Source: an optimization exercise on an open RTL-to-GDS flow (aim: small area, a short achievable clock period and few clock cycles per item). Production flows keep margins and buffers that such runs may drop.
In this exercise RTL edits were held to simulation tests only and were not proved equivalent to the original.
Power is estimated from default activity; no workload was simulated.

### config.mk
export PLATFORM = sky130hd
export DESIGN_NAME = mnist_classifier
export DESIGN_NICKNAME = mnist_classifier
export VERILOG_FILES = /design/flow/design.v
export SDC_FILE = /design/flow/constraint.sdc
export NUM_CORES = 4
export LEC_CHECK = 0
export ABC_CLOCK_PERIOD_IN_PS = 2500
export CAP_MARGIN = 20
export CORE_MARGIN = 2
export CORE_UTILIZATION = 40
export SETUP_SLACK_MARGIN = 5
export SLEW_MARGIN = 20
export SYNTH_MEMORY_MAX_BITS = 32768
### design.v
module mnist_classifier (
    input wire clk,
    input wire rst_n,
    input wire start,
    output reg [9:0] ram_addr,
    input wire       ram_data,
    output reg [3:0] prediction,
    output reg       done
);
    localparam IDLE = 2'd0, SCAN = 2'd1, FULL = 2'd2, CMP = 2'd3;
    localparam HW = 8;
    reg [1:0] state;
    reg       full;      
    reg       v;         
    reg [4:0] row, col;  
    reg [9:0] w;         
    reg [9:0] ink;
    reg [7:0] h0;
    reg [6:0] h1;
    reg [7:0] h2;
    reg [7:0] h3;
    reg [7:0] h4;
    reg [7:0] h5;
    reg [7:0] h6;
    reg [7:0] h7;
    reg [7:0] h8;
    reg [7:0] h9;
    reg [2:0] bitk;
    reg [9:1] cand;
    reg       zgt, zlt;
    integer i;
    wire [9:0] wn;
    wire [9:0] ridx = {row, col};
  wire rn21, rn22, rn23, rn24, rn25, rn26, rn27,
      rn28, rn29, rn30, rn31, rn32, rn33, rn34, rn35,
      rn36, rn37, rn38, rn39, rn40, rn41, rn42, rn43,
      rn44, rn45, rn46, rn47, rn48, rn49, rn50, rn51,
      rn52, rn53, rn54, rn55, rn56, rn57, rn58, rn59,
      rn60, rn61, rn62, rn63, rn64, rn65, rn66, rn67,
      rn68, rn69, rn70, rn71, rn72, rn73, rn74, rn75,
      rn76, rn77, rn78, rn79, rn80, rn81, rn82, rn83,
      rn84, rn85, rn86, rn87, rn88, rn89, rn90, rn91,
      rn92, rn93, rn94, rn95, rn96, rn97, rn98, rn99,
      rn100, rn101, rn102, rn103, rn104, rn105, rn106,
      rn107, rn108, rn109, rn110, rn111, rn112, rn113,
      rn114, rn115, rn117, rn118, rn119, rn120, rn121,
      rn122, rn123, rn124, rn125, rn126, rn127, rn128,
      rn129, rn130, rn131, rn132, rn133, rn134, rn135,
      rn136, rn137, rn138, rn139, rn140, rn141, rn142,
      rn143, rn144, rn145, rn146, rn147, rn148, rn149,
      rn150, rn151, rn152, rn153, rn154, rn155, rn156,
      rn157, rn158, rn159, rn160, rn161, rn162, rn163,
      rn164, rn165, rn166, rn167, rn168, rn169, rn170,
      rn171, rn172, rn173, rn174, rn175, rn176, rn177,
      rn178, rn179, rn180, rn181, rn182, rn183, rn184,
      rn185, rn186, rn187, rn188, rn189, rn190, rn191,
      rn192, rn193, rn194, rn195, rn196, rn197, rn198,
      rn199, rn200, rn201, rn202, rn203, rn204, rn205,
      rn206, rn207, rn208, rn209, rn210, rn211, rn213,
      rn214, rn215, rn216, rn217, rn218, rn219, rn220,
      rn221, rn222, rn223, rn224, rn225, rn226, rn227,
      rn228, rn229, rn230, rn231, rn232, rn233, rn234,
      rn235, rn236, rn237, rn238, rn240, rn241, rn242,
      rn243, rn244, rn245, rn246, rn247, rn248, rn249,
      rn250, rn251, rn252, rn253, rn254, rn255, rn256,
      rn257, rn258, rn259, rn260, rn261, rn262, rn263,
      rn264, rn265, rn266, rn267, rn268, rn269, rn270,
      rn271, rn272, rn273, rn274, rn275, rn276, rn277,
      rn278, rn280, rn281, rn282, rn283, rn284, rn285,
      rn286, rn287, rn288, rn289, rn290, rn291, rn292,
      rn293, rn294, rn295, rn296, rn297, rn298, rn299,
      rn300, rn301, rn302, rn303, rn304, rn305, rn306,
      rn307, rn308, rn309, rn310, rn311, rn312, rn314,
      rn315, rn316, rn317, rn318, rn319, rn320, rn321,
      rn322, rn323, rn324, rn325, rn326, rn327, rn328,
      rn329, rn330, rn331, rn332, rn333, rn334, rn335,
      rn336, rn337, rn338, rn339, rn340, rn341, rn342,
      rn343, rn344, rn345, rn346, rn347, rn348, rn349,
      rn350, rn351, rn352, rn353, rn354, rn355, rn357,
      rn358, rn359, rn360, rn361, rn362, rn363, rn364,
      rn365, rn366, rn367, rn368, rn369, rn370, rn371,
      rn372, rn373, rn374, rn375, rn376, rn377, rn378,
      rn379, rn380, rn381, rn382, rn383, rn384, rn385,
      rn386, rn387, rn389, rn390, rn391, rn392, rn393,
      rn394, rn395, rn396, rn397, rn398, rn399, rn400,
      rn401, rn402, rn403, rn404, rn405, rn406, rn407,
      rn408, rn409, rn410, rn411, rn412, rn413, rn414,
      rn415, rn416, rn417, rn418, rn419, rn420, rn421,
      rn422, rn423, rn424, rn426, rn427, rn428, rn429,
      rn430, rn431, rn432, rn433, rn434, rn435, rn436,
      rn437, rn438, rn439, rn440, rn441, rn442, rn443,
      rn444, rn445, rn446, rn448, rn449, rn450, rn451,
      rn452, rn453, rn454, rn455, rn456, rn457, rn458,
      rn459, rn460, rn461, rn462, rn463, rn464, rn465,
      rn466, rn467, rn468, rn469, rn470, rn471, rn472;
    assign rn21 = ~ridx[9] & ridx[7];
    assign rn22 = ridx[5] & rn21;
    assign rn23 = ridx[2] & rn22;
    assign rn24 = ~ridx[1] & ~ridx[0];
    assign rn25 = ~ridx[2] & rn24;
    assign rn26 = ridx[7] & ridx[6];
    assign rn27 = ridx[5] & rn26;
    assign rn28 = ridx[1] & ridx[0];
    assign rn29 = ~ridx[2] & ~rn28;
    assign rn30 = rn26 & ~rn29;
    assign rn31 = ~rn27 & ~rn30;
    assign rn32 = ~rn25 & ~rn31;
    assign rn33 = ridx[2] & ridx[1];
    assign rn34 = ridx[6] & ridx[5];
    assign rn35 = rn33 & ~rn34;
    assign rn36 = ridx[2] & ridx[0];
    assign rn37 = ridx[9] & ~rn36;
    assign rn38 = ~rn35 & rn37;
    assign rn39 = ~rn32 & ~rn38;
    assign rn40 = ~ridx[7] & ~rn34;
    assign rn41 = rn28 & rn40;
    assign rn42 = ridx[4] & ~rn40;
    assign rn43 = ~rn41 & ~rn42;
    assign rn44 = ~rn39 & rn43;
    assign rn45 = ~rn23 & ~rn44;
    assign rn46 = ~ridx[7] & ridx[2];
    assign rn47 = ~ridx[1] & rn46;
    assign rn48 = ~ridx[8] & ~rn47;
    assign rn49 = ~rn45 & rn48;
    assign rn50 = ridx[2] & ~rn24;
    assign rn51 = ridx[7] & rn50;
    assign rn52 = ~ridx[7] & ~ridx[6];
    assign rn53 = ~ridx[0] & rn52;
    assign rn54 = ridx[2] & ~rn53;
    assign rn55 = rn27 & rn28;
    assign rn56 = ~rn54 & ~rn55;
    assign rn57 = ridx[1] & ~rn40;
    assign rn58 = ~rn26 & ~rn57;
    assign rn59 = ~rn56 & ~rn58;
    assign rn60 = ~ridx[9] & ridx[8];
    assign rn61 = ~ridx[6] & ~ridx[5];
    assign rn62 = ~ridx[7] & rn61;
    assign rn63 = ~ridx[4] & rn25;
    assign rn64 = rn62 & rn63;
    assign rn65 = rn60 & ~rn64;
    assign rn66 = ~rn59 & rn65;
    assign rn67 = ~rn51 & rn66;
    assign rn68 = ridx[4] & rn22;
    assign rn69 = ridx[3] & ~rn68;
    assign rn70 = ~rn67 & rn69;
    assign rn71 = ~rn49 & rn70;
    assign rn72 = ~ridx[6] & ~ridx[1];
    assign rn73 = ~ridx[5] & ~ridx[0];
    assign rn74 = rn72 & rn73;
    assign rn75 = rn54 & ~rn74;
    assign rn76 = ~ridx[7] & ~ridx[0];
    assign rn77 = ~rn75 & ~rn76;
    assign rn78 = ridx[4] & ~ridx[3];
    assign rn79 = ~rn77 & rn78;
    assign rn80 = ~ridx[4] & rn60;
    assign rn81 = ~rn40 & rn80;
    assign rn82 = ridx[9] & ~ridx[8];
    assign rn83 = ~rn26 & rn82;
    assign rn84 = ~ridx[3] & ~rn83;
    assign rn85 = ~rn81 & rn84;
    assign rn86 = ~rn79 & ~rn85;
    assign rn87 = ~rn71 & rn86;
    assign rn88 = ~ridx[7] & rn60;
    assign rn89 = ~rn82 & ~rn88;
    assign rn90 = ridx[0] & rn33;
    assign rn91 = ~ridx[7] & ~rn90;
    assign rn92 = ridx[6] & ~ridx[5];
    assign rn93 = ~rn91 & rn92;
    assign rn94 = ~rn89 & rn93;
    assign rn95 = ~ridx[2] & ~ridx[1];
    assign rn96 = rn40 & rn82;
    assign rn97 = ~rn60 & ~rn96;
    assign rn98 = ~rn95 & ~rn97;
    assign rn99 = ~rn22 & ~rn60;
    assign rn100 = ridx[9] & ridx[5];
    assign rn101 = ~ridx[7] & ~rn100;
    assign rn102 = ridx[6] & ~rn33;
    assign rn103 = ~rn101 & rn102;
    assign rn104 = rn99 & ~rn103;
    assign rn105 = ridx[6] & ~ridx[0];
    assign rn106 = rn40 & ~rn105;
    assign rn107 = ~ridx[8] & ~ridx[3];
    assign rn108 = ~rn106 & ~rn107;
    assign rn109 = ridx[9] & ridx[7];
    assign rn110 = ~rn25 & rn109;
    assign rn111 = ~rn108 & ~rn110;
    assign rn112 = ~rn104 & rn111;
    assign rn113 = ~rn98 & ~rn112;
    assign rn114 = ridx[4] & ~rn113;
    assign rn115 = ~rn94 & ~rn114;
    assign wn[0] = rn87 | ~rn115;
    assign rn117 = ~ridx[2] & rn78;
    assign rn118 = rn82 & rn117;
    assign rn119 = ~rn36 & rn61;
    assign rn120 = rn36 & rn72;
    assign rn121 = ~rn119 & ~rn120;
    assign rn122 = rn50 & rn121;
    assign rn123 = ~ridx[3] & ~rn122;
    assign rn124 = ~ridx[4] & ~rn123;
    assign rn125 = ~rn34 & rn124;
    assign rn126 = ~ridx[4] & ridx[3];
    assign rn127 = rn34 & ~rn126;
    assign rn128 = ~rn33 & rn78;
    assign rn129 = ~rn25 & rn128;
    assign rn130 = rn121 & rn129;
    assign rn131 = ~rn127 & ~rn130;
    assign rn132 = ~rn125 & rn131;
    assign rn133 = rn78 & rn105;
    assign rn134 = ~ridx[1] & rn133;
    assign rn135 = ridx[6] & ~ridx[3];
    assign rn136 = ~ridx[4] & ~rn135;
    assign rn137 = ~rn117 & ~rn136;
    assign rn138 = ~rn134 & rn137;
    assign rn139 = ~ridx[5] & ~rn90;
    assign rn140 = ~rn91 & ~rn139;
    assign rn141 = ~rn138 & rn140;
    assign rn142 = rn132 & rn141;
    assign rn143 = ~ridx[4] & rn142;
    assign rn144 = ~rn25 & rn126;
    assign rn145 = ~rn102 & rn144;
    assign rn146 = ~ridx[3] & ~rn90;
    assign rn147 = ridx[6] & rn146;
    assign rn148 = ridx[7] & ~rn34;
    assign rn149 = ~rn147 & rn148;
    assign rn150 = ~rn145 & rn149;
    assign rn151 = ~rn143 & rn150;
    assign rn152 = ~rn40 & rn90;
    assign rn153 = ~rn51 & ~rn152;
    assign rn154 = rn126 & rn153;
    assign rn155 = rn53 & rn95;
    assign rn156 = rn154 & ~rn155;
    assign rn157 = rn132 & ~rn156;
    assign rn158 = ~ridx[7] & ~rn157;
    assign rn159 = ~ridx[6] & ridx[5];
    assign rn160 = ~ridx[6] & ~rn28;
    assign rn161 = ridx[4] & ~rn160;
    assign rn162 = ridx[2] & rn126;
    assign rn163 = ~rn24 & ~rn28;
    assign rn164 = ridx[5] & ~rn163;
    assign rn165 = rn162 & ~rn164;
    assign rn166 = ridx[3] & ~rn102;
    assign rn167 = ~rn165 & rn166;
    assign rn168 = ~rn161 & ~rn167;
    assign rn169 = ~rn159 & ~rn168;
    assign rn170 = ~rn50 & rn78;
    assign rn171 = ~rn50 & rn144;
    assign rn172 = ~rn170 & ~rn171;
    assign rn173 = ~rn169 & rn172;
    assign rn174 = ~ridx[6] & rn126;
    assign rn175 = ~rn173 & rn174;
    assign rn176 = rn61 & rn117;
    assign rn177 = ridx[9] & ~rn176;
    assign rn178 = ~rn175 & rn177;
    assign rn179 = ~rn158 & rn178;
    assign rn180 = ~rn151 & rn179;
    assign rn181 = rn118 & ~rn180;
    assign rn182 = ~ridx[1] & rn181;
    assign rn183 = ~rn26 & rn99;
    assign rn184 = ~rn182 & rn183;
    assign rn185 = ~ridx[8] & rn26;
    assign rn186 = ~rn24 & ~rn185;
    assign rn187 = ~rn58 & rn186;
    assign rn188 = ~ridx[9] & ridx[4];
    assign rn189 = ~ridx[3] & rn188;
    assign rn190 = rn29 & rn189;
    assign rn191 = ~rn187 & rn190;
    assign rn192 = ~rn184 & rn191;
    assign rn193 = ~wn[0] & rn181;
    assign rn194 = rn33 & ~rn99;
    assign rn195 = ~rn56 & rn60;
    assign rn196 = ~rn194 & ~rn195;
    assign rn197 = rn126 & ~rn196;
    assign rn198 = rn82 & rn154;
    assign rn199 = ridx[7] & ~rn61;
    assign rn200 = ridx[0] & rn199;
    assign rn201 = rn95 & ~rn200;
    assign rn202 = ~ridx[2] & rn53;
    assign rn203 = ~rn27 & ~rn202;
    assign rn204 = ~rn201 & rn203;
    assign rn205 = rn198 & rn204;
    assign rn206 = ~rn24 & rn162;
    assign rn207 = ~rn100 & rn185;
    assign rn208 = rn206 & rn207;
    assign rn209 = ~rn205 & ~rn208;
    assign rn210 = ~rn197 & rn209;
    assign rn211 = ~rn193 & rn210;
    assign wn[1] = rn192 | ~rn211;
    assign rn213 = ridx[4] & rn26;
    assign rn214 = ~rn22 & ~rn213;
    assign rn215 = rn138 & ~rn214;
    assign rn216 = ~ridx[8] & ~rn215;
    assign rn217 = ~rn180 & rn216;
    assign rn218 = ~ridx[9] & rn26;
    assign rn219 = ~ridx[1] & rn199;
    assign rn220 = ridx[0] & ~rn27;
    assign rn221 = ~rn219 & rn220;
    assign rn222 = rn117 & ~rn221;
    assign rn223 = rn218 & rn222;
    assign rn224 = rn66 & rn170;
    assign rn225 = ~rn223 & ~rn224;
    assign rn226 = ridx[7] & ~ridx[6];
    assign rn227 = rn73 & rn226;
    assign rn228 = rn144 & ~rn227;
    assign rn229 = ~ridx[1] & ridx[0];
    assign rn230 = rn62 & ~rn229;
    assign rn231 = rn33 & ~rn76;
    assign rn232 = ~ridx[5] & ~ridx[2];
    assign rn233 = rn26 & ~rn232;
    assign rn234 = ~rn231 & ~rn233;
    assign rn235 = ~rn230 & rn234;
    assign rn236 = rn228 & ~rn235;
    assign rn237 = rn225 & ~rn236;
    assign rn238 = ~ridx[9] & ~rn237;
    assign wn[2] = rn217 | rn238;
    assign rn240 = ridx[4] & ~rn222;
    assign rn241 = ridx[5] & ~rn240;
    assign rn242 = wn[2] & rn241;
    assign rn243 = rn226 & rn242;
    assign rn244 = rn56 & rn128;
    assign rn245 = ~rn36 & ~rn200;
    assign rn246 = ~ridx[5] & ~rn245;
    assign rn247 = ~rn29 & rn34;
    assign rn248 = ridx[7] & ~rn95;
    assign rn249 = ~rn33 & ~rn248;
    assign rn250 = ridx[5] & ridx[0];
    assign rn251 = rn226 & rn250;
    assign rn252 = rn249 & ~rn251;
    assign rn253 = ~rn247 & rn252;
    assign rn254 = ~rn246 & rn253;
    assign rn255 = rn126 & ~rn254;
    assign rn256 = ~rn244 & ~rn255;
    assign rn257 = rn60 & ~rn256;
    assign rn258 = ridx[7] & rn82;
    assign rn259 = ~ridx[7] & ~ridx[1];
    assign rn260 = ridx[6] & ridx[1];
    assign rn261 = ~ridx[8] & ~rn260;
    assign rn262 = ridx[6] & rn261;
    assign rn263 = ~rn259 & ~rn262;
    assign rn264 = rn75 & rn263;
    assign rn265 = rn78 & ~rn264;
    assign rn266 = rn258 & rn265;
    assign rn267 = rn28 & rn126;
    assign rn268 = rn61 & rn267;
    assign rn269 = ~rn128 & ~rn268;
    assign rn270 = rn46 & rn82;
    assign rn271 = ~rn269 & rn270;
    assign rn272 = rn170 & rn218;
    assign rn273 = rn185 & ~rn188;
    assign rn274 = ~rn272 & ~rn273;
    assign rn275 = ~rn271 & rn274;
    assign rn276 = ~rn266 & rn275;
    assign rn277 = ~rn257 & rn276;
    assign rn278 = ~rn181 & rn277;
    assign wn[3] = rn243 | ~rn278;
    assign rn280 = rn32 & rn68;
    assign rn281 = ~rn60 & ~rn280;
    assign rn282 = ~ridx[4] & ~ridx[3];
    assign rn283 = ~rn27 & rn282;
    assign rn284 = rn34 & rn283;
    assign rn285 = rn172 & ~rn284;
    assign rn286 = ~rn61 & rn126;
    assign rn287 = ~rn78 & ~rn286;
    assign rn288 = ~ridx[1] & ~rn34;
    assign rn289 = ridx[2] & ~rn288;
    assign rn290 = ~ridx[7] & ~rn289;
    assign rn291 = ~rn287 & rn290;
    assign rn292 = ~rn24 & ~rn121;
    assign rn293 = rn33 & rn282;
    assign rn294 = ~rn126 & ~rn293;
    assign rn295 = ridx[7] & ~rn294;
    assign rn296 = ~rn292 & rn295;
    assign rn297 = ~rn291 & ~rn296;
    assign rn298 = rn285 & rn297;
    assign rn299 = ~rn142 & rn298;
    assign rn300 = ~rn281 & ~rn299;
    assign rn301 = ridx[1] & rn117;
    assign rn302 = ~rn126 & ~rn301;
    assign rn303 = ~ridx[0] & rn301;
    assign rn304 = ridx[6] & ~rn303;
    assign rn305 = ~rn302 & ~rn304;
    assign rn306 = ~rn170 & ~rn293;
    assign rn307 = rn61 & ~rn306;
    assign rn308 = ~rn165 & ~rn307;
    assign rn309 = ~rn305 & rn308;
    assign rn310 = ~ridx[7] & rn82;
    assign rn311 = ~rn309 & rn310;
    assign rn312 = ~rn300 & ~rn311;
    assign wn[4] = rn182 | ~rn312;
    assign rn314 = ridx[3] & rn148;
    assign rn315 = ~rn251 & ~rn314;
    assign rn316 = rn124 & ~rn315;
    assign rn317 = ~rn26 & ~rn72;
    assign rn318 = rn222 & ~rn317;
    assign rn319 = ~rn135 & ~rn159;
    assign rn320 = rn291 & rn319;
    assign rn321 = ~rn228 & ~rn320;
    assign rn322 = ~rn318 & rn321;
    assign rn323 = ~rn316 & rn322;
    assign rn324 = rn60 & ~rn323;
    assign rn325 = ~ridx[0] & ~rn34;
    assign rn326 = ~rn95 & rn218;
    assign rn327 = rn33 & rn82;
    assign rn328 = rn153 & rn327;
    assign rn329 = ~rn326 & ~rn328;
    assign rn330 = ~rn325 & ~rn329;
    assign rn331 = ~ridx[2] & rn258;
    assign rn332 = ~rn330 & ~rn331;
    assign rn333 = rn126 & ~rn332;
    assign rn334 = rn40 & ~rn163;
    assign rn335 = ~rn57 & ~rn334;
    assign rn336 = ~rn61 & ~rn335;
    assign rn337 = rn271 & rn336;
    assign rn338 = ridx[9] & rn90;
    assign rn339 = ~ridx[4] & ~rn338;
    assign rn340 = ~rn100 & ~rn339;
    assign rn341 = ~ridx[1] & ~rn250;
    assign rn342 = ~rn160 & ~rn341;
    assign rn343 = rn117 & ~rn342;
    assign rn344 = rn33 & ~rn185;
    assign rn345 = ~rn162 & ~rn344;
    assign rn346 = ~rn343 & rn345;
    assign rn347 = ~rn340 & rn346;
    assign rn348 = ridx[3] & ~rn24;
    assign rn349 = ~ridx[4] & rn258;
    assign rn350 = ~rn348 & rn349;
    assign rn351 = ~rn185 & ~rn350;
    assign rn352 = ~rn347 & ~rn351;
    assign rn353 = ~rn337 & ~rn352;
    assign rn354 = ~rn333 & rn353;
    assign rn355 = ~rn324 & rn354;
    assign wn[5] = rn181 | ~rn355;
    assign rn357 = ~ridx[4] & rn90;
    assign rn358 = ~rn128 & ~rn133;
    assign rn359 = ~rn357 & rn358;
    assign rn360 = rn36 & rn61;
    assign rn361 = ridx[7] & ~rn360;
    assign rn362 = ~rn359 & rn361;
    assign rn363 = ~rn62 & ~rn334;
    assign rn364 = rn95 & ~rn363;
    assign rn365 = ~rn52 & rn231;
    assign rn366 = rn126 & ~rn365;
    assign rn367 = ~rn364 & rn366;
    assign rn368 = ~rn362 & ~rn367;
    assign rn369 = rn60 & ~rn368;
    assign rn370 = ridx[4] & ~rn199;
    assign rn371 = ~rn206 & ~rn370;
    assign rn372 = ~rn343 & rn371;
    assign rn373 = ~ridx[8] & ~rn372;
    assign rn374 = ~rn23 & ~rn30;
    assign rn375 = rn126 & ~rn374;
    assign rn376 = ~rn82 & ~rn375;
    assign rn377 = ~rn373 & rn376;
    assign rn378 = ~rn369 & rn377;
    assign rn379 = rn151 & rn222;
    assign rn380 = ridx[4] & ridx[2];
    assign rn381 = rn146 & ~rn380;
    assign rn382 = ~rn169 & ~rn381;
    assign rn383 = rn128 & ~rn132;
    assign rn384 = ~rn382 & ~rn383;
    assign rn385 = ~ridx[7] & ~rn384;
    assign rn386 = rn178 & ~rn385;
    assign rn387 = ~rn379 & rn386;
    assign wn[6] = ~rn378 & ~rn387;
    assign rn389 = ridx[7] & ~rn132;
    assign rn390 = rn118 & rn249;
    assign rn391 = ~rn336 & rn390;
    assign rn392 = ~rn389 & rn391;
    assign rn393 = rn267 & rn331;
    assign rn394 = ~rn27 & rn60;
    assign rn395 = ridx[6] & ~ridx[2];
    assign rn396 = rn22 & rn395;
    assign rn397 = ~rn394 & ~rn396;
    assign rn398 = rn128 & ~rn397;
    assign rn399 = rn82 & rn162;
    assign rn400 = ~ridx[1] & rn76;
    assign rn401 = rn399 & ~rn400;
    assign rn402 = ~rn398 & ~rn401;
    assign rn403 = rn153 & ~rn402;
    assign rn404 = ~rn393 & ~rn403;
    assign rn405 = ~rn34 & rn339;
    assign rn406 = ~rn282 & ~rn405;
    assign rn407 = ridx[3] & rn90;
    assign rn408 = rn21 & ~rn407;
    assign rn409 = ridx[8] & ~rn408;
    assign rn410 = ~rn406 & rn409;
    assign rn411 = ridx[8] & ridx[7];
    assign rn412 = ~rn46 & ~rn411;
    assign rn413 = ~rn231 & ~rn412;
    assign rn414 = ~ridx[8] & ~ridx[5];
    assign rn415 = ~rn413 & ~rn414;
    assign rn416 = ~ridx[9] & ~rn415;
    assign rn417 = ridx[8] & rn338;
    assign rn418 = rn48 & ~rn248;
    assign rn419 = ridx[6] & rn126;
    assign rn420 = ~rn418 & rn419;
    assign rn421 = ~rn417 & rn420;
    assign rn422 = ~rn416 & rn421;
    assign rn423 = ~rn410 & ~rn422;
    assign rn424 = rn404 & rn423;
    assign wn[7] = rn392 | ~rn424;
    assign rn426 = ridx[5] & ~wn[3];
    assign rn427 = ~rn87 & rn261;
    assign rn428 = ~ridx[6] & ~rn250;
    assign rn429 = rn40 & ~rn428;
    assign rn430 = rn144 & ~rn429;
    assign rn431 = ~rn427 & rn430;
    assign rn432 = ~rn426 & rn431;
    assign rn433 = ridx[4] & rn62;
    assign rn434 = ~rn291 & ~rn433;
    assign rn435 = ~rn216 & ~rn434;
    assign rn436 = ~ridx[9] & ~rn435;
    assign rn437 = rn152 & rn283;
    assign rn438 = ~rn303 & ~rn437;
    assign rn439 = ~rn156 & rn438;
    assign rn440 = rn216 & rn439;
    assign rn441 = ~rn436 & ~rn440;
    assign rn442 = ridx[8] & ridx[6];
    assign rn443 = rn28 & rn442;
    assign rn444 = rn265 & ~rn443;
    assign rn445 = ~rn184 & rn444;
    assign rn446 = ~rn441 & ~rn445;
    assign wn[8] = rn432 | ~rn446;
    assign rn448 = rn242 & rn390;
    assign rn449 = rn52 & ~rn87;
    assign rn450 = rn226 & rn341;
    assign rn451 = ridx[6] & ridx[3];
    assign rn452 = ~rn341 & rn451;
    assign rn453 = ~rn450 & ~rn452;
    assign rn454 = ridx[2] & ~rn28;
    assign rn455 = ~rn453 & rn454;
    assign rn456 = ~ridx[7] & ridx[5];
    assign rn457 = rn146 & ~rn456;
    assign rn458 = rn80 & ~rn457;
    assign rn459 = ~rn455 & rn458;
    assign rn460 = ~rn449 & rn459;
    assign rn461 = rn121 & rn399;
    assign rn462 = rn352 & rn461;
    assign rn463 = ~rn50 & ~rn62;
    assign rn464 = rn198 & ~rn463;
    assign rn465 = ~ridx[5] & ~rn50;
    assign rn466 = rn126 & ~rn465;
    assign rn467 = ~rn329 & rn466;
    assign rn468 = ~rn464 & ~rn467;
    assign rn469 = rn225 & rn468;
    assign rn470 = ~rn462 & rn469;
    assign rn471 = ~rn392 & rn470;
    assign rn472 = ~rn460 & rn471;
    assign wn[9] = rn448 | ~rn472;
    reg [4:0] cend, nstart;
    reg [9:0] naddr;
    always @(*) begin
        cend = 5'd0; nstart = 5'd0; naddr = 10'd0;
        if (row == 5'd4) begin cend = 5'd18; nstart = 5'd9; naddr = 10'd149; end
        if (row == 5'd5) begin cend = 5'd20; nstart = 5'd8; naddr = 10'd176; end
        if (row == 5'd6) begin cend = 5'd22; nstart = 5'd7; naddr = 10'd203; end
        if (row == 5'd7) begin cend = 5'd22; nstart = 5'd7; naddr = 10'd231; end
        if (row == 5'd8) begin cend = 5'd22; nstart = 5'd6; naddr = 10'd258; end
        if (row == 5'd9) begin cend = 5'd23; nstart = 5'd6; naddr = 10'd286; end
        if (row == 5'd10) begin cend = 5'd23; nstart = 5'd7; naddr = 10'd315; end
        if (row == 5'd11) begin cend = 5'd23; nstart = 5'd6; naddr = 10'd342; end
        if (row == 5'd12) begin cend = 5'd24; nstart = 5'd6; naddr = 10'd370; end
        if (row == 5'd13) begin cend = 5'd24; nstart = 5'd5; naddr = 10'd397; end
        if (row == 5'd14) begin cend = 5'd23; nstart = 5'd5; naddr = 10'd425; end
        if (row == 5'd15) begin cend = 5'd23; nstart = 5'd5; naddr = 10'd453; end
        if (row == 5'd16) begin cend = 5'd23; nstart = 5'd4; naddr = 10'd480; end
        if (row == 5'd17) begin cend = 5'd22; nstart = 5'd4; naddr = 10'd508; end
        if (row == 5'd18) begin cend = 5'd22; nstart = 5'd5; naddr = 10'd537; end
        if (row == 5'd19) begin cend = 5'd22; nstart = 5'd5; naddr = 10'd565; end
        if (row == 5'd20) begin cend = 5'd21; nstart = 5'd5; naddr = 10'd593; end
        if (row == 5'd21) begin cend = 5'd20; nstart = 5'd6; naddr = 10'd622; end
        if (row == 5'd22) begin cend = 5'd18; nstart = 5'd7; naddr = 10'd651; end
        if (row == 5'd23) begin cend = 5'd17; nstart = 5'd10; naddr = 10'd682; end
        if (row == 5'd24) begin cend = 5'd15; nstart = 5'd11; naddr = 10'd123; end
    end
    wire seg_end = (col == cend);
    wire last = seg_end && (row == 5'd24);
    wire pix = v & ram_data;
    reg [9:0] hb;
    always @(*) begin
        hb[0] = h0[bitk];
        hb[1] = (bitk < 3'd7) & h1[bitk[2:0]];
        hb[2] = h2[bitk];
        hb[3] = h3[bitk];
        hb[4] = h4[bitk];
        hb[5] = h5[bitk];
        hb[6] = h6[bitk];
        hb[7] = h7[bitk];
        hb[8] = h8[bitk];
        hb[9] = h9[bitk];
    end
    wire any = |(cand & hb[9:1]);
    wire [9:1] cand_n = any ? (cand & hb[9:1]) : cand;
    wire zgt_n = zgt | (!zlt & hb[0] & !any);
    wire zlt_n = zlt | (!zgt & !hb[0] & any);
    reg [3:0] best;
    always @(*) begin
        best = 4'd0;
        for (i = 9; i >= 1; i = i - 1) if (cand_n[i]) best = i;
        if (zgt_n) best = 4'd0;
    end
    wire pass = ink >= 10'd5 && ink <= (full ? 10'd700 : 10'd250);
    always @(posedge clk) begin
        if (!rst_n) begin
            state <= IDLE; done <= 1'b0; v <= 1'b0; full <= 1'b0;
            row <= 5'd4; col <= 5'd11; ram_addr <= 10'd123;
        end else begin
            done <= 1'b0;
            case (state)
                IDLE: if (start) begin
                    state <= SCAN; v <= 1'b1; full <= 1'b0;
                end
                SCAN: if (last) state <= CMP;
                FULL: begin
                    v <= 1'b1;
                    ram_addr <= ram_addr + 10'd1;
                    if (ram_addr == 10'd783) state <= CMP;
                end
                CMP: begin
                    v <= 1'b0;
                    if (!v && bitk == 3'd0) begin
                        if (pass || full) begin
                            prediction <= pass ? best : 4'd15;
                            done <= 1'b1; state <= IDLE;
                        end else begin
                            state <= FULL; full <= 1'b1; ram_addr <= 10'd0;
                        end
                    end
                end
            endcase
            if ((state == IDLE && start) || state == SCAN) begin
                if (seg_end) begin
                    row <= (row == 5'd24) ? 5'd4 : row + 5'd1;
                    col <= nstart; ram_addr <= naddr;
                end else begin
                    col <= col + 5'd1; ram_addr <= ram_addr + 10'd1;
                end
            end
            if (state == CMP && !v && bitk == 3'd0 && (pass || full)) ram_addr <= 10'd123;
        end
    end
    always @(posedge clk) begin
        w <= (state == FULL) ? 10'd0 : wn;
        if (state == IDLE || (state == CMP && !v && bitk == 3'd0)) ink <= 10'd0;
        else if (pix) ink <= ink + 10'd1;
        if (state == IDLE) h0 <= 8'd0;
        else if (pix & w[0]) h0 <= h0 + 8'd1;
        if (state == IDLE) h1 <= 7'd0;
        else if (pix & w[1]) h1 <= h1 + 7'd1;
        if (state == IDLE) h2 <= 8'd0;
        else if (pix & w[2]) h2 <= h2 + 8'd1;
        if (state == IDLE) h3 <= 8'd0;
        else if (pix & w[3]) h3 <= h3 + 8'd1;
        if (state == IDLE) h4 <= 8'd0;
        else if (pix & w[4]) h4 <= h4 + 8'd1;
        if (state == IDLE) h5 <= 8'd0;
        else if (pix & w[5]) h5 <= h5 + 8'd1;
        if (state == IDLE) h6 <= 8'd0;
        else if (pix & w[6]) h6 <= h6 + 8'd1;
        if (state == IDLE) h7 <= 8'd0;
        else if (pix & w[7]) h7 <= h7 + 8'd1;
        if (state == IDLE) h8 <= 8'd0;
        else if (pix & w[8]) h8 <= h8 + 8'd1;
        if (state == IDLE) h9 <= 8'd0;
        else if (pix & w[9]) h9 <= h9 + 8'd1;
        if (state != CMP || v) begin
            bitk <= HW - 1; cand <= {9{1'b1}}; zgt <= 1'b0; zlt <= 1'b0;
        end else begin
            bitk <= bitk - 3'd1; cand <= cand_n; zgt <= zgt_n; zlt <= zlt_n;
        end
    end
endmodule
### constraint.sdc
create_clock -name core_clock -period 8.0 [get_ports {clk}]
set_input_delay 1.6000 -clock core_clock [delete_from_list [all_inputs] [get_ports {clk}]]
set_output_delay 1.6000 -clock core_clock [all_outputs]
set_load 0.01 [all_outputs]
### run.sh
#!/bin/bash
# synth_recipe.tcl (not shown) runs the flow's synth.tcl, then flattens the netlist and writes it again
# the make line also repeats each setting of config.mk as NAME=value (left out here)
make -C /OpenROAD-flow-scripts/flow DESIGN_CONFIG=/design/flow/config.mk WORK_HOME=/design/flow/orfs CLKGATE_MAP_FILE= SYNTH_SCRIPT=/design/flow/synth_recipe.tcl finish
==> impl_results.md, run 1 <==
* Largest net degree at the start of global routing at 86
* Synth Warn # at 1
* Post-DRT Antenna Nets at 0
* DR WL/cell at 20.4 µm
* Cell row count at 57
* Minimum clock period at 3.23 ns
* Yosys top cell area share at 27.8%
* Crit path kind: reg -> reg
* Final Hold Vio Count at 0
* Max_cap viols at 0
* Register-to-Register Path Depth at 13
* Clock power share at 28.2%
* Final HPWL from detailed placement at 20500 µm
* Final non-filler cell total at 1617
* Synthesized area at 0.00993 mm²
* Nets at 1324
* Synth Register Bits at 142
* Die height at 162 µm
* Dominant cell by count in the synthesized netlist: nor2_1
* Placed Cells at 1521
* GRT Total Usage at 24.4%
* Routed vias at 10100
* Global-route wire length before repair at 51500 µm
* Endpoints failing setup at 0
* Total CTS buffers at 17
* Post-Synth Adder-Cell Area at 5.04%
* Initial core utilization at 40.8%
* CORE AREA at 0.0243 mm²
* Worst EP required at 8.30 ns
* Status: no timing/DRC/antenna violations
* Place WS at 3.37 ns
* Post-synth EDFFs at 4
* Drt initial violations at 1274
* P&R area growth vs syn at 25.5%
* Diodes inserted at 0
* Sequential power share at 29.0%
* Vias in the first global route at 9327
* Antenna violations before repair at 0
* Slew HR at 40.9%
* Netlist cell types at 89
* Clk sinks at 142
* Power Dens Cells at 243 mW/mm²
* Via-to-Cell Ratio at 6.26
* Commonest cells in the netlist: nor2_1 (169), dfxtp_1 (138), nand2_1 (99)
* Slew @ Worst Pin at 0.887 ns
* Synth Area in XOR/XNOR at 7.94%
* Reg2Reg Setup Slack at 4.77 ns
* Fmax at 0.310 GHz
* Remaining routing DRC violations at 0
* Slew Limit Fails at 0
* Layout cell share with drive strength beyond 1 at 21.8%
* Final WL at 32900 µm
* Reg clk slew, reported paths at 0.06 ns
* Hold Buf Count CTS at 0
* Critical Path End: ram_addr[2]$_SDFFE_PP0P_
* Leakage power at 0.00458 µW
* Crit path DAT at 3.52 ns
* WHS at 0.508 ns
* Fin crit share at 40.3%
* Die area at 0.0261 mm²
* Simple-gate share of the synthesized area at 25.1%
* Mux cell area share after synthesis at 7.03%
* Synth area leaders: dfxtp_1 (28%), nor2_1 (6.4%), ha_1 (5.0%)
* Worst-skew pair later-pin latency at 0.42 ns
* Sw Share at 40.8%
* Fillers at 2231
* CTS root buf: clkbuf_16
* Ys async rst share at 0%
* Num ports at 19
* Max Buffers Root-to-Sink at 2
* DR pass1 iterations at 6
* H-Tree Depth at 4
* Syn Nets at 1296
* RSZ-0062 raised after global routing: true
* VDD IR max at 0.209 mV
* Ys flop type: dfxtp_1
* Post-Route Setup TNS at 0 ns
* Die width at 162 µm
* Critical Path Fanout Max at 6
* Synth Area per Inst at 7.93 µm²
* Setup Skew at 0.0143 ns
* Setup crit start: row[0]$_SDFFE_PN0P_
* Placed instance area at 0.0103 mm²
* Critical Path Start Type: flop
* Compound-gate portion of the synthesized area at 20.9%
* Largest family of logic cells by synthesized area: simple AND/OR/NAND/NOR gates
* Worst r2r src: row[0]$_SDFFE_PN0P_
* Internal power at 1800 µW
* Register area share after synthesis at 29.0%
* Critical register-to-register path endpoint: ram_addr[2]$_SDFFE_PP0P_
* CTS tree: yes
* Routability cong. at 1.03
* Post-route setup slack at 4.77 ns
* Hold WC Path Type: reg -> reg
* NetSw at 1240 µW
* Port bufs at 18
* Combinational power share at 42.8%
* Critical Path Sink Type: flop
* Area leader, netlist: dfxtp_1
* Mapped Cells at 1252
* Design area at 0.0125 mm²
* Residual overflow from global routing at 0
sequential cells by signal, summed over array words and instances, names as in the netlist, 2 cells and up:
signal,count
w,10
ram_addr,10
h7,8
bitk,3
h5,8
h4,8
h1,7
h2,8
h9,8
cand,9
ink,10
h8,8
h6,8
h0,8
prediction,4
state,2
h3,8
col,5
row,5
critical path, cell delays in order, from the launching register on:
cell,delay [ns]
dfxtp_4,0.40
clkinvlp_4,0.12
ha_4,0.18
buf_12,0.13
and2_4,0.15
a221o_2,0.40
buf_4,0.18
a221oi_4,0.29
o2bb2ai_4,0.21
xnor2_2,0.19
nor3_4,0.28
buf_12,0.16
nor3_1,0.04
o41a_1,0.36
layout by cell type (no fill, tap or decap), types with 7 or more instances in the layout:
master | Yosys | layout
or3_1 | 8 | 7
nor2_2 | 0 | 7
buf_12 | 0 | 8
o211ai_1 | 8 | 8
nor2b_1 | 15 | 13
and3_1 | 29 | 28
dfxtp_4 | 0 | 7
xor2_1 | 54 | 54
dfxtp_1 | 138 | 119
mux2i_1 | 18 | 17
o21a_1 | 7 | 7
nor2_1 | 169 | 157
inv_1 | 28 | 22
a21oi_2 | 0 | 8
xnor2_1 | 36 | 33
nor3_1 | 30 | 29
dfxtp_2 | 0 | 12
ha_1 | 40 | 31
nor4_1 | 12 | 8
clkdlybuf4s50_1 | 0 | 11
or2_2 | 7 | 7
buf_6 | 2 | 11
ha_4 | 0 | 7
o21ai_0 | 67 | 57
a21oi_1 | 74 | 64
nand4_1 | 25 | 25
a221oi_1 | 13 | 8
buf_4 | 1 | 53
clkbuf_16 | 0 | 20
a31oi_1 | 17 | 17
nand2b_1 | 26 | 23
mux4_2 | 19 | 19
nand2_1 | 99 | 97
and4_1 | 11 | 11
nand3_1 | 49 | 46
o22ai_1 | 13 | 12
how the worst min path moves through the flow:
stage	slack, ns	startpoint	depth (start not counted)	to
2_1_floorplan	0.47	zlt$_SDFF_PP0_	2	zlt$_SDFF_PP0_
3_3_place_gp	0.48	zlt$_SDFF_PP0_	2	zlt$_SDFF_PP0_
3_5_place_dp	0.49	zlt$_SDFF_PP0_	2	zlt$_SDFF_PP0_
4_1_cts	0.50	zlt$_SDFF_PP0_	2	zlt$_SDFF_PP0_
5_1_grt	0.53	zlt$_SDFF_PP0_	2	zlt$_SDFF_PP0_
6_report	0.51	zlt$_SDFF_PP0_	2	zlt$_SDFF_PP0_
power groups by stage:
stage          registers, µW  logic (µW)  clock network, µW
3_5_place_dp             867        1040                  0
3_3_place_gp             869        1050                  0
6_report                 878        1300                857
2_1_floorplan            832         749                  0
4_1_cts                  862        1120                870
5_1_grt                  885        1370                900
repair_timing:
| action | in CTS | in global routing |
|---|---|---|
| gates cloned | 3 | 2 |
| pin swaps | 35 | 32 |
| setup endpoints to repair | 81 | 41 |
| setup buffers | 39 | 20 |
| gates resized for setup | 130 | 76 |
| hold endpoints to repair | 0 | 0 |
metal layers:
metal / share of wire, % / track usage, % / routed length, µm
met1: 42 / 33.2 / 13800
met4: 5.2 / 10.3 / 1700
met5: 0 / 0 / 0
met2: 44 / 37.3 / 14400
met3: 9.1 / 5.32 / 3000
layout make-up:
class / count / area (µm²) / share of cell area [%]
Tap cell: 324 / 405 / 3.25
Inverter: 33 / 149 / 1.19
Clock inverter: 12 / 181 / 1.46
Sequential cell: 142 / 2920 / 23.5
Multi-Input combinational cell: 987 / 7270 / 58.3
Clock buffer: 20 / 458 / 3.68
Timing Repair Buffer: 99 / 1070 / 8.61
metrics by stage:
stage / utilization, % / power [µW]
6_report: 51.2 / 3030
3_3_place_gp: 42.5 / 1920
3_5_place_dp: 42.5 / 1910
4_1_cts: 48.9 / 2860
5_1_grt: 51.2 / 3150
2_1_floorplan: - / 1580
cells by family after synthesis:
kind of cell / after synthesis
AND/OR/NAND/NOR: 506
AO/OA/AOI/OAI: 306
XOR/XNOR: 90
adder cells (fa/ha/maj): 40
flip-flops: 142
buffers and inverters: 123
multiplexers: 45
Testbench counts, summed over its fixed seeds: cycles 65,864, items 192.
==> inputs of run 2 (changes only) <==
--- a/config.mk
+++ b/config.mk
@@ -5,7 +5,6 @@
 export SDC_FILE = /design/flow/constraint.sdc
 export NUM_CORES = 4
 export LEC_CHECK = 0
-export ABC_CLOCK_PERIOD_IN_PS = 2500
 export CAP_MARGIN = 20
 export CORE_MARGIN = 2
 export CORE_UTILIZATION = 40
==> run 2 against run 1 <==
Effect of this change: still clean on timing, DRC and antenna; sequential cell count stayed put; combinational power barely moved; worst setup slack unchanged; critical path type unchanged; largest cell class unchanged; highest routed layer unchanged.
==> impl_results.md, run 2 <==
* Status: no timing/DRC/antenna violations
* Final WL at 32900 µm (unchanged)
* DR pass1 iterations at 6 (unchanged)
* Num ports at 19 (unchanged)
* Minimum clock period at 3.23 ns (unchanged)
* Synth Area in XOR/XNOR at 7.94% (unchanged)
* Synth Area per Inst at 7.93 µm² (unchanged)
* Drt initial violations at 1274 (unchanged)
* Fmax at 0.310 GHz (unchanged)
* Reg2Reg Setup Slack at 4.77 ns (about the same)
* Global-route wire length before repair at 51500 µm (unchanged)
* Design area at 0.0125 mm² (unchanged)
* Max_cap viols at 0 (unchanged)
* Worst r2r src: row[0]$_SDFFE_PN0P_
* Clk sinks at 142 (unchanged)
* Netlist cell types at 89 (unchanged)
* Area leader, netlist: dfxtp_1
* Fin crit share at 40.3% (unchanged)
* GRT Total Usage at 24.4% (unchanged)
* Post-synth EDFFs at 4 (unchanged)
* Initial core utilization at 40.8% (unchanged)
* Slew HR at 40.9% (unchanged)
* Yosys top cell area share at 27.8% (unchanged)
* Reg clk slew, reported paths at 0.06 ns (about the same)
* Vias in the first global route at 9327 (unchanged)
* VDD IR max at 0.209 mV (unchanged)
* Power Dens Cells at 243 mW/mm² (unchanged)
* Most frequent cells in the layout: nor2_1 (157), dfxtp_1 (119), nand2_1 (97)
* Critical Path Sink Type: flop
* Setup Skew at 0.0143 ns (unchanged)
* CTS root buf: clkbuf_16
* Dominant cell by count in the synthesized netlist: nor2_1
* Largest family of logic cells by synthesized area: simple AND/OR/NAND/NOR gates
* Final Hold Vio Count at 0 (unchanged)
* Syn Nets at 1296 (unchanged)
* Via-to-Cell Ratio at 6.26 (unchanged)
* Total CTS buffers at 17 (unchanged)
* Met2 Usage GRT at 37.3% (unchanged)
* Mapped Cells at 1252 (unchanged)
* Final non-filler cell total at 1617 (unchanged)
* Fillers at 2231 (unchanged)
* Diodes inserted at 0 (unchanged)
* Register area at 0.00292 mm² (unchanged)
* Commonest cells in the netlist: nor2_1 (169), dfxtp_1 (138), nand2_1 (99)
* Regs by FF count: ink x10, ram_addr x10, w x10
* Critical Path Fanout Max at 6 (unchanged)
* Placed instance area at 0.0103 mm² (unchanged)
* Final HPWL from detailed placement at 20500 µm (unchanged)
* Worst Min Path Start: zlt$_SDFF_PP0_
* Die width at 162 µm (unchanged)
* WHS Endpoint: zlt$_SDFF_PP0_
* Endpoints failing setup at 0 (unchanged)
* Post-Route Setup TNS at 0 ns (unchanged)
* Max Buffers Root-to-Sink at 2 (unchanged)
* GRT busiest layer: met2
* RSZ-0062 raised after global routing: true
* Nets at 1324 (unchanged)
* Die area at 0.0261 mm² (unchanged)
* Crit path kind: reg -> reg
* Synth area leaders: dfxtp_1 (28%), nor2_1 (6.4%), ha_1 (5.0%)
* CTS tree: yes
* Crit path DAT at 3.52 ns (about the same)
* Overall power at 3030 µW (unchanged)
* Commonest non-fill, non-tap cell in the layout: nor2_1
* Layout cell share with drive strength beyond 1 at 21.8% (unchanged)
* Synth Warn # at 1 (unchanged)
* Mux cell area share after synthesis at 7.03% (unchanged)
* P&R area growth vs syn at 25.5% (unchanged)
* DR WL/cell at 20.4 µm (unchanged)
* Post-Synth Adder-Cell Area at 5.04% (unchanged)
* Routed vias at 10100 (unchanged)
* Met3 usage in global routing at 5.32% (unchanged)
* Register-to-Register Path Depth at 13 (unchanged)
* Critical Path Start Type: flop
* Port bufs at 18 (unchanged)
* Antenna violations before repair at 0 (unchanged)
* Routability cong. at 1.03 (unchanged)
* Residual overflow from global routing at 0 (unchanged)
* Synth Register Bits at 142 (unchanged)
* Ys async rst share at 0% (unchanged)
* Slew Limit Fails at 0 (unchanged)
* Register area share after synthesis at 29.0% (unchanged)
* Slew @ Worst Pin at 0.887 ns (unchanged)
* Largest net degree at the start of global routing at 86 (unchanged)
* Compound-gate portion of the synthesized area at 20.9% (unchanged)
* Ys flop type: dfxtp_1
* H-Tree Depth at 4 (unchanged)
* Simple-gate share of the synthesized area at 25.1% (unchanged)
* Synthesized area at 0.00993 mm² (unchanged)
* CORE AREA at 0.0243 mm² (unchanged)
* Remaining routing DRC violations at 0 (unchanged)
* Worst EP required at 8.30 ns (about the same)
* Hold WC Path Type: reg -> reg
* Post-DRT Antenna Nets at 0 (unchanged)
* Hold-critical path depth at 2 (unchanged)
* Multi-input logic area at 0.00727 mm² (unchanged)
* GRT met1 Usage at 33.2% (unchanged)
* Critical register-to-register path endpoint: ram_addr[2]$_SDFFE_PP0P_
* Die height at 162 µm (unchanged)
* Placed Cells at 1521 (unchanged)
* Cell row count at 57 (unchanged)
* WHS at 0.508 ns (unchanged)
* Leakage power at 0.00458 µW (unchanged)
* Worst-skew pair later-pin latency at 0.42 ns (about the same)
run 2: cell counts after synthesis:
No cell type changed its count.
run 2: per-stage QoR:
step | setup slack (ns) | utilization (%)
2_1_floorplan | 4.57 | -
3_3_place_gp | 3.46 | 42.5
3_5_place_dp | 3.37 | 42.5
4_1_cts | 4.79 | 48.9
5_1_grt | 4.68 | 51.2
6_report | 4.77 | 51.2
run 2: final cells by class:
| type | instances | area share, % |
|---|---|---|
| Tap cell | 324 | 3.25 |
| Clock inverter | 12 | 1.46 |
| Sequential cell | 142 | 23.5 |
| Inverter | 33 | 1.19 |
| Timing Repair Buffer | 99 | 8.61 |
| Multi-Input combinational cell | 987 | 58.3 |
| Clock buffer | 20 | 3.68 |
run 2: worst max-delay path, stage by stage, from the launching register on:
cell and delay, ns:
dfxtp_4 0.40, clkinvlp_4 0.12, ha_4 0.18, buf_12 0.13, and2_4 0.15, a221o_2 0.40, buf_4 0.18, a221oi_4 0.29
o2bb2ai_4 0.21, xnor2_2 0.19, nor3_4 0.28, buf_12 0.16, nor3_1 0.04, o41a_1 0.36
run 2: report_power, final:
part / switching [µW] / internal, µW
registers: 109 / 769
clock network: 313 / 544
logic: 815 / 483
run 2: kinds of logic after synthesis:
logic type	Yosys count
AOI/OAI and AO/OA	306
xor gates and xnor gates	90
adders and majority gates	40
buffers and inverters	123
DFF	142
muxes	45
and+or+nand+nor	506
run 2: what timing repair did:
action	CTS	global route
cloned	3	2
pin swaps	35	32
gates resized for setup	130	76
setup buffers	39	20
hold buffers	0	0
endpoints found under the setup margin	81	41
run 2: worst max path at each step:
stage | start | end | slack, ns | cells after the start
finish | row[0]$_SDFFE_PN0P_ | ram_addr[2]$_SDFFE_PP0P_ | 4.77 | 13
global route | start | ram_addr[5]$_SDFFE_PP1P_ | 4.68 | 8
CTS | row[0]$_SDFFE_PN0P_ | ram_addr[2]$_SDFFE_PP0P_ | 4.79 | 12
detailed placement | row[1]$_SDFFE_PN0P_ | ram_addr[2]$_SDFFE_PP0P_ | 3.37 | 10
global placement | row[1]$_SDFFE_PN0P_ | ram_addr[2]$_SDFFE_PP0P_ | 3.46 | 10
floorplan | row[2]$_SDFFE_PN1P_ | ram_addr[0]$_SDFFE_PP1P_ | 4.57 | 17
run 2: per-layer routing:
| layer | up-vias | routed length, µm |
|---|---|---|
| li1 | 4635 | - |
| met1 | 4744 | 13800 |
| met2 | 576 | 14400 |
| met3 | 168 | 3000 |
| met4 | 0 | 1700 |
| met5 | - | 0 |
==> inputs of run 3 (changes only) <==
--- a/design.v
+++ b/design.v
@@ -546,33 +546,33 @@
     assign rn471 = ~rn392 & rn470;
     assign rn472 = ~rn460 & rn471;
     assign wn[9] = rn448 | ~rn472;
-    reg [4:0] cend, nstart;
+    reg [4:0] cpre, nstart;
     reg [9:0] naddr;
     always @(*) begin
-        cend = 5'd0; nstart = 5'd0; naddr = 10'd0;
-        if (row == 5'd4) begin cend = 5'd18; nstart = 5'd9; naddr = 10'd149; end
-        if (row == 5'd5) begin cend = 5'd20; nstart = 5'd8; naddr = 10'd176; end
-        if (row == 5'd6) begin cend = 5'd22; nstart = 5'd7; naddr = 10'd203; end
-        if (row == 5'd7) begin cend = 5'd22; nstart = 5'd7; naddr = 10'd231; end
-        if (row == 5'd8) begin cend = 5'd22; nstart = 5'd6; naddr = 10'd258; end
-        if (row == 5'd9) begin cend = 5'd23; nstart = 5'd6; naddr = 10'd286; end
-        if (row == 5'd10) begin cend = 5'd23; nstart = 5'd7; naddr = 10'd315; end
-        if (row == 5'd11) begin cend = 5'd23; nstart = 5'd6; naddr = 10'd342; end
-        if (row == 5'd12) begin cend = 5'd24; nstart = 5'd6; naddr = 10'd370; end
-        if (row == 5'd13) begin cend = 5'd24; nstart = 5'd5; naddr = 10'd397; end
-        if (row == 5'd14) begin cend = 5'd23; nstart = 5'd5; naddr = 10'd425; end
-        if (row == 5'd15) begin cend = 5'd23; nstart = 5'd5; naddr = 10'd453; end
-        if (row == 5'd16) begin cend = 5'd23; nstart = 5'd4; naddr = 10'd480; end
-        if (row == 5'd17) begin cend = 5'd22; nstart = 5'd4; naddr = 10'd508; end
-        if (row == 5'd18) begin cend = 5'd22; nstart = 5'd5; naddr = 10'd537; end
-        if (row == 5'd19) begin cend = 5'd22; nstart = 5'd5; naddr = 10'd565; end
-        if (row == 5'd20) begin cend = 5'd21; nstart = 5'd5; naddr = 10'd593; end
-        if (row == 5'd21) begin cend = 5'd20; nstart = 5'd6; naddr = 10'd622; end
-        if (row == 5'd22) begin cend = 5'd18; nstart = 5'd7; naddr = 10'd651; end
-        if (row == 5'd23) begin cend = 5'd17; nstart = 5'd10; naddr = 10'd682; end
-        if (row == 5'd24) begin cend = 5'd15; nstart = 5'd11; naddr = 10'd123; end
+        cpre = 5'd0; nstart = 5'd0; naddr = 10'd0;
+        if (row == 5'd4) begin cpre = 5'd17; nstart = 5'd9; naddr = 10'd149; end
+        if (row == 5'd5) begin cpre = 5'd19; nstart = 5'd8; naddr = 10'd176; end
+        if (row == 5'd6) begin cpre = 5'd21; nstart = 5'd7; naddr = 10'd203; end
+        if (row == 5'd7) begin cpre = 5'd21; nstart = 5'd7; naddr = 10'd231; end
+        if (row == 5'd8) begin cpre = 5'd21; nstart = 5'd6; naddr = 10'd258; end
+        if (row == 5'd9) begin cpre = 5'd22; nstart = 5'd6; naddr = 10'd286; end
+        if (row == 5'd10) begin cpre = 5'd22; nstart = 5'd7; naddr = 10'd315; end
+        if (row == 5'd11) begin cpre = 5'd22; nstart = 5'd6; naddr = 10'd342; end
+        if (row == 5'd12) begin cpre = 5'd23; nstart = 5'd6; naddr = 10'd370; end
+        if (row == 5'd13) begin cpre = 5'd23; nstart = 5'd5; naddr = 10'd397; end
+        if (row == 5'd14) begin cpre = 5'd22; nstart = 5'd5; naddr = 10'd425; end
+        if (row == 5'd15) begin cpre = 5'd22; nstart = 5'd5; naddr = 10'd453; end
+        if (row == 5'd16) begin cpre = 5'd22; nstart = 5'd4; naddr = 10'd480; end
+        if (row == 5'd17) begin cpre = 5'd21; nstart = 5'd4; naddr = 10'd508; end
+        if (row == 5'd18) begin cpre = 5'd21; nstart = 5'd5; naddr = 10'd537; end
+        if (row == 5'd19) begin cpre = 5'd21; nstart = 5'd5; naddr = 10'd565; end
+        if (row == 5'd20) begin cpre = 5'd20; nstart = 5'd5; naddr = 10'd593; end
+        if (row == 5'd21) begin cpre = 5'd19; nstart = 5'd6; naddr = 10'd622; end
+        if (row == 5'd22) begin cpre = 5'd17; nstart = 5'd7; naddr = 10'd651; end
+        if (row == 5'd23) begin cpre = 5'd16; nstart = 5'd10; naddr = 10'd682; end
+        if (row == 5'd24) begin cpre = 5'd14; nstart = 5'd11; naddr = 10'd123; end
     end
-    wire seg_end = (col == cend);
+    reg seg_end;     
     wire last = seg_end && (row == 5'd24);
     wire pix = v & ram_data;
     reg [9:0] hb;
@@ -602,7 +602,7 @@
     always @(posedge clk) begin
         if (!rst_n) begin
             state <= IDLE; done <= 1'b0; v <= 1'b0; full <= 1'b0;
-            row <= 5'd4; col <= 5'd11; ram_addr <= 10'd123;
+            row <= 5'd4; col <= 5'd11; ram_addr <= 10'd123; seg_end <= 1'b0;
         end else begin
             done <= 1'b0;
             case (state)
@@ -628,6 +628,7 @@
                 end
             endcase
             if ((state == IDLE && start) || state == SCAN) begin
+                seg_end <= !seg_end && (col == cpre);
                 if (seg_end) begin
                     row <= (row == 5'd24) ? 5'd4 : row + 5'd1;
                     col <= nstart; ram_addr <= naddr;
==> run 3 against run 2 <==
Effect of this change: maximum frequency up 6.3%; clock-buffer cell count unchanged; clock power decreased by 15%; synthesized area decreased by 1.6%; utilization shrank 3.6 points; final cell count decreased by 2.7%; worst setup slack better by 0.19 ns; non-clock buffer count down 19; register-to-register slack gained 0.19 ns; critical path depth down 2; worst hold slack worse by 0.0034 ns; sequential cell count rose by 1; critical endpoint is now w[8]$_SDFF_PP0_; largest cell class unchanged.
==> impl_results.md, run 3 <==
* Crit-path cells: buf_12 > clkinvlp_4 > ha_4 > a21boi_4 > nor2_1 > a221oi_2 > a31oi_1 > or4b_4 > nand2_1 > nand4_1 > a21o_1
* Hold WC Path Type: reg -> reg
* Diodes inserted at 0 (unchanged)
* Slew Limit Fails at 0 (unchanged)
* Fillers at 2283 (+2.3%)
* Critical Path Fanout Max at 11 (+5)
* Synth Warn # at 1 (unchanged)
* Ys async rst share at 0% (unchanged)
* Max_cap viols at 0 (unchanged)
* Ys flop type: dfxtp_1
* H-Tree Depth at 4 (unchanged)
* Die height at 160 µm (-0.78%)
* Cell row count at 57 (unchanged)
* Netlist cell types at 77 (-13%)
* Final core occ at 47.6% (-3.6 points)
* Post-Route Setup TNS at 0 ns (unchanged)
* Initial core utilization at 40.4% (-0.41 points)
* VDD IR max at 0.138 mV (-34%)
* Slew HR at 40.7% (-0.20 points)
* Port bufs at 18 (unchanged)
* Minimum clock period at 3.04 ns (-0.190 ns)
* DR pass1 iterations at 7 (+1)
* Worst Min Path Start: h1[1]$_SDFFE_PP0P_
* Crit path kind: reg -> reg
* Wire length on met2 at 12900 µm (-10%)
* Max Buffers Root-to-Sink at 2 (unchanged)
* Post-DRT Antenna Nets at 0 (unchanged)
* Clk sinks at 143 (+0.70%)
* CTS tree: yes
* Critical Path Start Type: flop
* RSZ-0062 raised after global routing: true
* Num ports at 19 (unchanged)
* Post-synth EDFFs at 4 (unchanged)
* Reg2Reg Setup Slack at 4.96 ns (+0.19 ns)
* Fin crit share at 37.9% (-2.4 points)
* Antenna violations before repair at 0 (unchanged)
* Most frequent cells in the layout: nor2_1 (158), dfxtp_1 (124), nand2_1 (95)
* Final WL at 30000 µm (-8.9%)
* Endpoints failing setup at 0 (unchanged)
* Nets at 1282 (-3.2%)
* Dominant cell by count in the synthesized netlist: nor2_1
* Final Hold Vio Count at 0 (unchanged)
* Post-route setup slack at 4.96 ns (+0.190 ns)
* Leakage power at 0.00436 µW (-4.9%)
* Worst-skew pair later-pin latency at 0.42 ns (about the same)
* Vias in the first global route at 8847 (-5.1%)
* Reg clk slew, reported paths at 0.07 ns (about the same)
* Largest net degree at the start of global routing at 84 (-2.3%)
* Setup Skew at 0.0117 ns (-0.00263 ns)
* Setup crit start: row[0]$_SDFFE_PN0P_
* CORE AREA at 0.0242 mm² (-0.59%)
* Overall power at 2510 µW (-17%)
* Crit path DAT at 3.34 ns (-0.18 ns)
* Slowest CP cell: or4b_4
* Total CTS buffers at 17 (unchanged)
* Status: no timing/DRC/antenna violations
* Power Dens Cells at 218 mW/mm² (-11%)
* Slew @ Worst Pin at 0.890 ns (+0.00302 ns)
* Worst r2r src: row[0]$_SDFFE_PN0P_
* Metal3 WL at 2850 µm (-5.2%)
* Regs by FF count: ink x10, ram_addr x10, w x10
* Yosys top cell area share at 28.5% (+0.65 points)
* Commonest cells in the netlist: nor2_1 (160), dfxtp_1 (139), nand2_1 (97)
* Worst EP required at 8.31 ns (about the same)
* Synth Area per Inst at 7.96 µm² (+0.42%)
* Remaining routing DRC violations at 0 (unchanged)
* Die width at 160 µm (-0.78%)
* Area leader, netlist: dfxtp_1
* Synth area leaders: dfxtp_1 (28%), nor2_1 (6.1%), ha_1 (5.3%)
* Syn Nets at 1272 (-1.9%)
* Routed vias at 9683 (-4.3%)
* Synthesized area at 0.00977 mm² (-1.6%)
* Drt initial violations at 999 (-22%)
* Final HPWL from detailed placement at 19200 µm (-6.7%)
* Die area at 0.0257 mm² (-1.5%)
* Top sig layer: met4
* Global-route wire length before repair at 47500 µm (-7.8%)
* Mapped Cells at 1227 (-2.0%)
* Slowest stage delay, CP at 0.60 ns (+0.20 ns)
* Layout cell share with drive strength beyond 1 at 15.1% (-6.7 points)
* DR WL/cell at 19.1 µm (-6.4%)
* Hold Buf Count CTS at 0 (unchanged)
* Commonest non-fill, non-tap cell in the layout: nor2_1
* Register area share after synthesis at 29.7% (+0.67 points)
* Via-to-Cell Ratio at 6.15 (-1.7%)
* Synth Register Bits at 143 (+0.70%)
* Critical Path Sink Type: flop
* Place WS at 3.48 ns (+0.111 ns)
* P&R area growth vs syn at 17.9%
* Residual overflow from global routing at 0 (unchanged)
* CTS root buf: clkbuf_16
* GRT Total Usage at 22.8% (-1.6 points)
* Fmax at 0.329 GHz (+6.3%)
* Wl on met1 at 12900 µm (-7.1%)
* Routability cong. at 1.02 (-0.80%)
==> run 3: cell count changes after synthesis, sizes merged, moves of 7 or more <==
cell    delta
nor2       -9
nor4       -9
nor3      -10
o211ai     +9
o21ai      +8
o221ai     +7
o211a      +7
==> run 3: critical path: cells and delay by family, from the launching register on <==
family                   cells  cell delay (ns)
AO/OA/AOI/OAI                4             1.07
adder cells (fa/ha/maj)      1             0.24
buffers and inverters        2             0.27
flip-flops                   1             0.34
AND/OR/NAND/NOR              4             0.98
==> run 3: kinds of logic after synthesis <==
logic type | synth area share (%)
xor gates and xnor gates | 7.71
adders and majority gates | 5.25
buffers and inverters | 5.03
AOI/OAI and AO/OA | 21.0
DFF | 29.7
muxes | 7.22
and+or+nand+nor | 24.1
==> run 3: metrics by stage <==
step           hold slack [ns]  area [µm²]  cells
2_1_floorplan            0.464        9780   1227
3_3_place_gp             0.481       10100   1495
3_5_place_dp             0.489       10100   1495
4_1_cts                  0.500       11200   1551
5_1_grt                  0.528       11500   1574
6_report                 0.504       11500   1574
==> run 3: report_power, final <==
| group | total, µW | leakage [µW] | internal, µW | switching [µW] |
|---|---|---|---|---|
| Sequential | 835 | 0.00116 | 761 | 73.9 |
| Combinational | 944 | 0.00293 | 346 | 598 |
| Clock | 727 | 0.000265 | 415 | 312 |
==> run 3: per-layer routing <==
metal  global-route usage (%)  up-vias
met5                        0        -
met2                     34.6      579
met3                     5.48      147
met1                     31.1     4462
met4                     9.09        0
li1                         -     4495
==> run 3: cell type report <==
type	instances	area [µm²]	share of cell area (%)
multi-input cells	963	6670	57.9
clock inverters	12	87.6	0.760
repair buffers	80	808	7.02
flip-flops and latches	143	2930	25.4
inverters	32	155	1.35
clock buffers	20	458	3.98
well taps	324	405	3.52
==> run 3: worst paths after layout <==
| check | cells past startpoint | end |
|---|---|---|
| setup / recovery | 11 | w[8]$_SDFF_PP0_ |
| hold / removal | 2 | h1[1]$_SDFFE_PP0P_ |
| setup reg to reg | 11 | w[8]$_SDFF_PP0_ |
| hold reg to reg | 2 | h1[1]$_SDFFE_PP0P_ |
==> run 3: timing repair <==
item,4_1_cts,5_1_grt
hold endpoints to repair,0,0
endpoints found under the setup margin,82,24
setup buffers,23,21
pin swaps,7,10
cloned,1,2
resized for setup,85,43
Testbench counts of run 3, summed over its fixed seeds: cycles 65,864, items 192.
==> inputs of run 4 (changes only) <==
--- a/config.mk
+++ b/config.mk
@@ -7,7 +7,7 @@
 export LEC_CHECK = 0
 export CAP_MARGIN = 20
 export CORE_MARGIN = 2
-export CORE_UTILIZATION = 40
+export CORE_UTILIZATION = 55
 export SETUP_SLACK_MARGIN = 5
 export SLEW_MARGIN = 20
 export SYNTH_MEMORY_MAX_BITS = 32768
==> run 4 against run 3 <==
Effect of this change: worst setup slack better by 0.040 ns; sequential share of layout area down 0.51 points; power up 5.6%; combinational power up 5.3%; synthesized cell count unchanged; global-route usage up 9.0 points; register-to-register slack better by 0.04 ns; first-iteration DRC count up 2.6%; synthesized area unchanged; critical endpoint unchanged; largest power group unchanged.
==> impl_results.md, run 4 <==
* Dominant cell by count in the synthesized netlist: nor2_1
* Register area at 0.00293 mm² (unchanged)
* Die height at 137 µm (-14%)
* Synth area leaders: dfxtp_1 (28%), nor2_1 (6.1%), ha_1 (5.3%)
* Largest net degree at the start of global routing at 84 (unchanged)
* Status: no timing/DRC/antenna violations
* Worst-skew pair later-pin latency at 0.43 ns (about the same)
* Nets at 1306 (+1.9%)
* Register-to-Register Path Depth at 13 (+2)
* CTS tree: yes
* Routed vias at 9737 (+0.56%)
* Synth Register Bits at 143 (unchanged)
* Routability cong. at 0.990 (-2.7%)
* Post-Route Setup TNS at 0 ns (unchanged)
* Power Dens Cells at 225 mW/mm² (+3.5%)
* Reg clk slew, reported paths at 0.06 ns (about the same)
* Worst r2r src: row[0]$_SDFFE_PN0P_
* Post-DRT Antenna Nets at 0 (unchanged)
* Netlist cell types at 77 (unchanged)
* Cell row count at 48 (-16%)
* Antenna violations before repair at 0 (unchanged)
* Minimum clock period at 3.00 ns (-0.0399 ns)
* Slew @ Worst Pin at 0.876 ns (-0.0142 ns)
* Slew HR at 41.6% (+0.95 points)
* Syn Nets at 1272 (unchanged)
* Synthesized area at 0.00977 mm² (unchanged)
* Global-route wire length before repair at 47200 µm (-0.60%)
* Final HPWL from detailed placement at 19000 µm (-0.83%)
* Crit path kind: reg -> reg
* Die area at 0.0188 mm² (-27%)
* Worst EP required at 8.32 ns (about the same)
* Endpoints failing setup at 0 (unchanged)
* Setup crit start: row[0]$_SDFFE_PN0P_
* Final Hold Vio Count at 0 (unchanged)
* Via-to-Cell Ratio at 6.50 (+5.6%)
* Total CTS buffers at 17 (unchanged)
* Post-synth EDFFs at 4 (unchanged)
* Initial core utilization at 56.3% (+16 points)
* Fmax at 0.334 GHz (+1.3%)
* Slew Limit Fails at 0 (unchanged)
* Residual overflow from global routing at 0 (unchanged)
* Remaining routing DRC violations at 0 (unchanged)
* Register area share after synthesis at 29.7% (unchanged)
* Ys flop type: dfxtp_1
* RSZ-0062 raised after global routing: true
* Crit path DAT at 3.31 ns (-0.03 ns)
* CORE AREA at 0.0174 mm² (-28%)
* Ys async rst share at 0% (unchanged)
* Commonest non-fill, non-tap cell in the layout: nor2_1
-- run 4: timing repair --
| action | 4_1_cts | 5_1_grt |
|---|---|---|
| setup buffers | 43 | 24 |
| gates cloned | 1 | 2 |
| pin swaps | 13 | 17 |
| setup endpoints to repair | 59 | 29 |
| gates resized for setup | 91 | 57 |
-- run 4: how the worst min path moves through the flow --
stage	end	slack, ns
6_report	h1[1]$_SDFFE_PP0P_	0.49
5_1_grt	h1[1]$_SDFFE_PP0P_	0.52
4_1_cts	h1[1]$_SDFFE_PP0P_	0.49
3_5_place_dp	h1[1]$_SDFFE_PP0P_	0.48
3_3_place_gp	zlt$_SDFF_PP0_	0.48
2_1_floorplan	h1[1]$_SDFFE_PP0P_	0.46
-- run 4: area by class of cell --
cell class	instances	area share, %
well taps	225	2.39
flip-flops and latches	143	24.9
repair buffers	104	8.46
inverters	32	1.27
clock inverters	14	1.52
multi-input cells	963	57.7
clock buffers	18	3.74
-- run 4: worst max-delay path, stage by stage, from the launching register on --
cell,delay (ns)
dfxtp_4,0.35
buf_12,0.13
clkinvlp_4,0.12
ha_4,0.16
buf_6,0.14
a21boi_4,0.27
o41ai_4,0.09
a221oi_2,0.36
buf_4,0.21
a21oi_2,0.05
or4b_4,0.61
nand3_1,0.13
a31oi_1,0.09
a21o_1,0.19
-- run 4: routing by layer --
metal  global-route usage [%]  vias to the layer above
li1                         -                     4555
met1                     40.8                     4495
met2                     49.6                      562
met3                     7.36                      125
met4                     16.3                        0
met5                        0                        -
-- run 4: kinds of logic (layout without fill, tap and decap cells) --
family / after synthesis / after routing / synth area share, %
muxes: 43 / 43 / 7.22
and+or+nand+nor: 482 / 482 / 24.1
DFF: 143 / 143 / 29.7
xor gates and xnor gates: 86 / 86 / 7.71
buffers and inverters: 121 / 168 / 5.03
AOI/OAI and AO/OA: 311 / 311 / 21.0
adders and majority gates: 41 / 41 / 5.25
-- run 4: where the power goes --
part | switching [µW] | total [µW] | internal (µW)
Combinational | 614 | 994 | 380
Clock | 326 | 830 | 505
Sequential | 62.3 | 823 | 761
-- run 4: stage by stage --
stage                     area [µm²]  total power, µW  hold slack [ns]
final                          11800             2650            0.491
after global routing           11800             2770            0.524
after CTS                      11300             2540            0.493
after detailed placement        9980             1640            0.482
after global placement          9980             1650            0.481
after floorplan                 9780             1390            0.464

Check on run 4: ideal ports give 5.004 ns setup slack; a clkbuf_16 on the clock port and buf_2 on the inputs give 5.004 ns; moving port delays by the midpoint clock arrival (0.470 ns) as well gives 4.652 ns.
